Source: an optimization exercise on an open RTL-to-GDS flow (aim: small area and a short achievable clock period). Production flows keep margins and buffers that such runs may drop. At most, simulation tests tie the RTL to the original design; equivalence was not proved. Power and IR drop assume default switching activity.

==> inputs of ember <==
==> flow/design.v (excerpt) <==
module axis_Gauss_1x5 (
  input  logic       s_axis_aclk,
  input  logic       s_axis_arstn,
  input  logic [7:0] s_axis_tdata,
  input  logic       s_axis_tvalid,
  input  logic       s_axis_tlast,
  output logic [7:0] m_axis_tdata,
  output logic       m_axis_tvalid,
  output logic       m_axis_tlast
);
logic [7:0]  d1, d2, d3, d4;
logic        v1, v2, l1, l2;
logic [13:0] cnt;
logic [9:0] b;
always_ff @(posedge s_axis_aclk) begin
  d1 <= s_axis_tdata;
  d2 <= d1;
  d3 <= d2;
  d4 <= d3;
  v1 <= s_axis_tvalid;
  v2 <= v1;
  l1 <= s_axis_tlast;
  l2 <= l1;
  b <= bnext;
end
wire [14:0] cc;
wire [13:0] cs;
wire cc_lo;
assign cc[0] = s_axis_tvalid;
gha cnt_ha0 (.a(cnt[0]), .b(cc[0]), .s(cs[0]), .co(cc[1]));
gha cnt_ha1 (.a(cnt[1]), .b(cc[1]), .s(cs[1]), .co(cc[2]));
gha cnt_ha2 (.a(cnt[2]), .b(cc[2]), .s(cs[2]), .co(cc[3]));
gha cnt_ha3 (.a(cnt[3]), .b(cc[3]), .s(cs[3]), .co(cc[4]));
gha cnt_ha4 (.a(cnt[4]), .b(cc[4]), .s(cs[4]), .co(cc[5]));
gha cnt_ha5 (.a(cnt[5]), .b(cc[5]), .s(cs[5]), .co(cc[6]));
gha cnt_ha6 (.a(cnt[6]), .b(cc[6]), .s(cs[6]), .co(cc_lo));
gha cnt_ha7 (.a(cnt[7]), .b(cc[7]), .s(cs[7]), .co(cc[8]));
gha cnt_ha8 (.a(cnt[8]), .b(cc[8]), .s(cs[8]), .co(cc[9]));
gha cnt_ha9 (.a(cnt[9]), .b(cc[9]), .s(cs[9]), .co(cc[10]));
gha cnt_ha10 (.a(cnt[10]), .b(cc[10]), .s(cs[10]), .co(cc[11]));
gha cnt_ha11 (.a(cnt[11]), .b(cc[11]), .s(cs[11]), .co(cc[12]));
gha cnt_ha12 (.a(cnt[12]), .b(cc[12]), .s(cs[12]), .co(cc[13]));
gha cnt_ha13 (.a(cnt[13]), .b(cc[13]), .s(cs[13]), .co(cc[14]));
assign cc[7] = s_axis_tvalid & (&cnt[6:0]);
always_ff @(posedge s_axis_aclk) begin
  if (!s_axis_arstn || s_axis_tlast)
    cnt <= '0;
  else
    cnt <= cs;
end
wire edge_pt = (cnt[13:1] == 13'd1);
wire [7:0] x0 = s_axis_tdata;
wire h1_s, h1_c;
gha h1 (.a(d1[0]), .b(d2[1]), .s(h1_s), .co(h1_c));
wire f2_s, f2_c;
gfa f2 (.a(d1[1]), .b(d2[2]), .c(h1_c), .s(f2_s), .co(f2_c));
wire f3_s, f3_c;
gfa f3 (.a(d1[2]), .b(d2[3]), .c(f2_c), .s(f3_s), .co(f3_c));
wire f4_s, f4_c;
gfa f4 (.a(d1[3]), .b(d2[4]), .c(x0[4]), .s(f4_s), .co(f4_c));
wire f5_s, f5_c;
gfa f5 (.a(d1[4]), .b(d2[5]), .c(x0[5]), .s(f5_s), .co(f5_c));
wire f6_s, f6_c;
gfa f6 (.a(d1[5]), .b(d2[6]), .c(x0[6]), .s(f6_s), .co(f6_c));
wire f7_s, f7_c;
gfa f7 (.a(d1[6]), .b(d2[7]), .c(x0[7]), .s(f7_s), .co(f7_c));
wire h8_s, h8_c;
gha h8 (.a(d2[0]), .b(x0[0]), .s(h8_s), .co(h8_c));
wire h9_s, h9_c;
  ...
Settings: LEC_CHECK=0, CAP_MARGIN=20, CORE_MARGIN=2, CORE_UTILIZATION=40, SETUP_SLACK_MARGIN=4.45, SLEW_MARGIN=20, SYNTH_HIERARCHICAL=1, SYNTH_MINIMUM_KEEP_SIZE=0; clock period 8.0 ns.
standard.sh (not shown) runs the stock make flow with config.mk's settings and CLKGATE_MAP_FILE= SYNTH_SCRIPT=/design/flow/synth_recipe.tcl, a recipe that flattens the netlist after the stock synthesis.
==> flow/flow/run.sh <==
#!/bin/bash
# Layout flow: the standard flow, with plain buffers on the ports and a clock
# tree of small buffers without dummy loads.
export BUFFER_PORTS_ARGS="-buffer_cell sky130_fd_sc_hd__buf_2"
export CTS_ARGS="-sink_clustering_enable -repair_clock_nets -dont_use_dummy_load -buf_list \"sky130_fd_sc_hd__clkbuf_4 sky130_fd_sc_hd__clkbuf_8\""
bash standard.sh > standard.log 2>&1
==> inputs of willow, as changes to ember <==
--- a/flow/design.v
+++ b/flow/design.v
@@ -422,18 +422,20 @@
 wire [10:0] ua = {q194_x, q193_x, q192_x, q191_x, h176_s, h200_s, h199_s, h198_s, h197_s, h196_s, h195_s};
 wire [10:0] ub = {1'b0, 1'b0, 1'b0, 1'b0, 1'b0, h200_c, h199_c, h198_c, h197_c, h196_c, h195_c};
 wire uc = q175_x;
 logic [10:0] oa, ob;
 logic oc;
+logic       ept;
 always_ff @(posedge s_axis_aclk) begin
-  oa <= edge_pt ? {d2, 3'd0} : ua;
-  ob <= edge_pt ? 11'd0 : ub;
-  oc <= ~edge_pt & uc;
+  oa <= ua;
+  ob <= ub;
+  oc <= uc;
+  ept <= edge_pt;
   m_axis_tvalid <= v2;
   m_axis_tlast  <= l2 & ~edge_pt;
 end
-assign m_axis_tdata = {oa[10] ^ (1'b0 | oa[9] & 1'b0 | oa[9] & oa[8] & 1'b0 | oa[9] & oa[8] & oa[7] & 1'b0 | oa[9] & oa[8] & oa[7] & oa[6] & ob[5] | oa[9] & oa[8] & oa[7] & oa[6] & oa[5] & ob[4] | oa[9] & oa[8] & oa[7] & oa[6] & oa[5] & oa[4] & ob[3] | oa[9] & oa[8] & oa[7] & oa[6] & oa[5] & oa[4] & oa[3] & ob[2] | oa[9] & oa[8] & oa[7] & oa[6] & oa[5] & oa[4] & oa[3] & oa[2] & ob[1] | oa[9] & oa[8] & oa[7] & oa[6] & oa[5] & oa[4] & oa[3] & oa[2] & oa[1] & ob[0] | oa[9] & oa[8] & oa[7] & oa[6] & oa[5] & oa[4] & oa[3] & oa[2] & oa[1] & oa[0] & oc), oa[9] ^ (1'b0 | oa[8] & 1'b0 | oa[8] & oa[7] & 1'b0 | oa[8] & oa[7] & oa[6] & ob[5] | oa[8] & oa[7] & oa[6] & oa[5] & ob[4] | oa[8] & oa[7] & oa[6] & oa[5] & oa[4] & ob[3] | oa[8] & oa[7] & oa[6] & oa[5] & oa[4] & oa[3] & ob[2] | oa[8] & oa[7] & oa[6] & oa[5] & oa[4] & oa[3] & oa[2] & ob[1] | oa[8] & oa[7] & oa[6] & oa[5] & oa[4] & oa[3] & oa[2] & oa[1] & ob[0] | oa[8] & oa[7] & oa[6] & oa[5] & oa[4] & oa[3] & oa[2] & oa[1] & oa[0] & oc), oa[8] ^ (1'b0 | oa[7] & 1'b0 | oa[7] & oa[6] & ob[5] | oa[7] & oa[6] & oa[5] & ob[4] | oa[7] & oa[6] & oa[5] & oa[4] & ob[3] | oa[7] & oa[6] & oa[5] & oa[4] & oa[3] & ob[2] | oa[7] & oa[6] & oa[5] & oa[4] & oa[3] & oa[2] & ob[1] | oa[7] & oa[6] & oa[5] & oa[4] & oa[3] & oa[2] & oa[1] & ob[0] | oa[7] & oa[6] & oa[5] & oa[4] & oa[3] & oa[2] & oa[1] & oa[0] & oc), oa[7] ^ (1'b0 | oa[6] & ob[5] | oa[6] & oa[5] & ob[4] | oa[6] & oa[5] & oa[4] & ob[3] | oa[6] & oa[5] & oa[4] & oa[3] & ob[2] | oa[6] & oa[5] & oa[4] & oa[3] & oa[2] & ob[1] | oa[6] & oa[5] & oa[4] & oa[3] & oa[2] & oa[1] & ob[0] | oa[6] & oa[5] & oa[4] & oa[3] & oa[2] & oa[1] & oa[0] & oc), oa[6] ^ (ob[5] | oa[5] & ob[4] | oa[5] & oa[4] & ob[3] | oa[5] & oa[4] & oa[3] & ob[2] | oa[5] & oa[4] & oa[3] & oa[2] & ob[1] | oa[5] & oa[4] & oa[3] & oa[2] & oa[1] & ob[0] | oa[5] & oa[4] & oa[3] & oa[2] & oa[1] & oa[0] & oc), oa[5] ^ (ob[4] | oa[4] & ob[3] | oa[4] & oa[3] & ob[2] | oa[4] & oa[3] & oa[2] & ob[1] | oa[4] & oa[3] & oa[2] & oa[1] & ob[0] | oa[4] & oa[3] & oa[2] & oa[1] & oa[0] & oc), oa[4] ^ (ob[3] | oa[3] & ob[2] | oa[3] & oa[2] & ob[1] | oa[3] & oa[2] & oa[1] & ob[0] | oa[3] & oa[2] & oa[1] & oa[0] & oc), oa[3] ^ (ob[2] | oa[2] & ob[1] | oa[2] & oa[1] & ob[0] | oa[2] & oa[1] & oa[0] & oc)};
+assign m_axis_tdata = {(ept ? d3[7] : oa[10]) ^ (~ept & (1'b0 | oa[9] & 1'b0 | oa[9] & oa[8] & 1'b0 | oa[9] & oa[8] & oa[7] & 1'b0 | oa[9] & oa[8] & oa[7] & oa[6] & ob[5] | oa[9] & oa[8] & oa[7] & oa[6] & oa[5] & ob[4] | oa[9] & oa[8] & oa[7] & oa[6] & oa[5] & oa[4] & ob[3] | oa[9] & oa[8] & oa[7] & oa[6] & oa[5] & oa[4] & oa[3] & ob[2] | oa[9] & oa[8] & oa[7] & oa[6] & oa[5] & oa[4] & oa[3] & oa[2] & ob[1] | oa[9] & oa[8] & oa[7] & oa[6] & oa[5] & oa[4] & oa[3] & oa[2] & oa[1] & ob[0] | oa[9] & oa[8] & oa[7] & oa[6] & oa[5] & oa[4] & oa[3] & oa[2] & oa[1] & oa[0] & oc)), (ept ? d3[6] : oa[9]) ^ (~ept & (1'b0 | oa[8] & 1'b0 | oa[8] & oa[7] & 1'b0 | oa[8] & oa[7] & oa[6] & ob[5] | oa[8] & oa[7] & oa[6] & oa[5] & ob[4] | oa[8] & oa[7] & oa[6] & oa[5] & oa[4] & ob[3] | oa[8] & oa[7] & oa[6] & oa[5] & oa[4] & oa[3] & ob[2] | oa[8] & oa[7] & oa[6] & oa[5] & oa[4] & oa[3] & oa[2] & ob[1] | oa[8] & oa[7] & oa[6] & oa[5] & oa[4] & oa[3] & oa[2] & oa[1] & ob[0] | oa[8] & oa[7] & oa[6] & oa[5] & oa[4] & oa[3] & oa[2] & oa[1] & oa[0] & oc)), (ept ? d3[5] : oa[8]) ^ (~ept & (1'b0 | oa[7] & 1'b0 | oa[7] & oa[6] & ob[5] | oa[7] & oa[6] & oa[5] & ob[4] | oa[7] & oa[6] & oa[5] & oa[4] & ob[3] | oa[7] & oa[6] & oa[5] & oa[4] & oa[3] & ob[2] | oa[7] & oa[6] & oa[5] & oa[4] & oa[3] & oa[2] & ob[1] | oa[7] & oa[6] & oa[5] & oa[4] & oa[3] & oa[2] & oa[1] & ob[0] | oa[7] & oa[6] & oa[5] & oa[4] & oa[3] & oa[2] & oa[1] & oa[0] & oc)), (ept ? d3[4] : oa[7]) ^ (~ept & (1'b0 | oa[6] & ob[5] | oa[6] & oa[5] & ob[4] | oa[6] & oa[5] & oa[4] & ob[3] | oa[6] & oa[5] & oa[4] & oa[3] & ob[2] | oa[6] & oa[5] & oa[4] & oa[3] & oa[2] & ob[1] | oa[6] & oa[5] & oa[4] & oa[3] & oa[2] & oa[1] & ob[0] | oa[6] & oa[5] & oa[4] & oa[3] & oa[2] & oa[1] & oa[0] & oc)), (ept ? d3[3] : oa[6]) ^ (~ept & (ob[5] | oa[5] & ob[4] | oa[5] & oa[4] & ob[3] | oa[5] & oa[4] & oa[3] & ob[2] | oa[5] & oa[4] & oa[3] & oa[2] & ob[1] | oa[5] & oa[4] & oa[3] & oa[2] & oa[1] & ob[0] | oa[5] & oa[4] & oa[3] & oa[2] & oa[1] & oa[0] & oc)), (ept ? d3[2] : oa[5]) ^ (~ept & (ob[4] | oa[4] & ob[3] | oa[4] & oa[3] & ob[2] | oa[4] & oa[3] & oa[2] & ob[1] | oa[4] & oa[3] & oa[2] & oa[1] & ob[0] | oa[4] & oa[3] & oa[2] & oa[1] & oa[0] & oc)), (ept ? d3[1] : oa[4]) ^ (~ept & (ob[3] | oa[3] & ob[2] | oa[3] & oa[2] & ob[1] | oa[3] & oa[2] & oa[1] & ob[0] | oa[3] & oa[2] & oa[1] & oa[0] & oc)), (ept ? d3[0] : oa[3]) ^ (~ept & (ob[2] | oa[2] & ob[1] | oa[2] & oa[1] & ob[0] | oa[2] & oa[1] & oa[0] & oc))};
 endmodule
 module g_and2 (
   input  logic a,
   input  logic b,
   output logic x
- CORE_UTILIZATION: 40 -> 50
- SETUP_SLACK_MARGIN: 4.45 -> 4.6
==> comparison <==
- Of ember and willow, ember has the higher clock power (gap about 5%, measured against willow).
- Of ember and willow, willow has the higher core utilization (gap 12 points).
- Of ember and willow, willow has the higher worst setup slack (gap 0.082 ns).
- Against ember, the hold slack of willow is better by 0.0016 ns.
- Of ember and willow, willow has the higher maximum frequency (gap 2.3%, measured against willow).
- Of willow and ember, willow has the higher flip-flop and latch count (gap 1).
- In willow the synthesized area is lower than in ember, by 1.6%.
- In willow the non-clock buffer count is higher than in ember, by 2.
- Of ember and willow, ember has the higher final cell count (gap about 8%, measured against willow).
- Against willow, the combinational power of ember is larger by about 23%.
Function not checked in ember: the RTL went through the layout flow alone.

re-timing with driven ports:
How much do the figures lean on ideal ports? The routed layouts below were timed once more, with nothing changed but the port constraints. Step 1, drivers: a clkbuf_16 drives s_axis_aclk and a buf_2 each remaining input, both assumed. Step 2 also shifts input and output timing later by t, the mid clock arrival at the registers, as if the neighbouring blocks saw the same clock. Slacks: ideal ports / drivers / drivers and shift; pairs: ideal ports / drivers.
| run | shift t [ns] | slack for setup (ns) | worst register clock-pin slew, ns |
|---|---|---|---|
| ember | 0.383 | 4.455 / 4.456 / 4.073 | 0.10 / 0.10 |
| willow | 0.354 | 4.536 / 4.549 / 4.195 | 0.09 / 0.09 |
After both steps every run listed still meets setup and hold. For ember, which loses most, drivers alone change the setup slack by +0.001 ns; drivers and shift together by -0.382 ns.
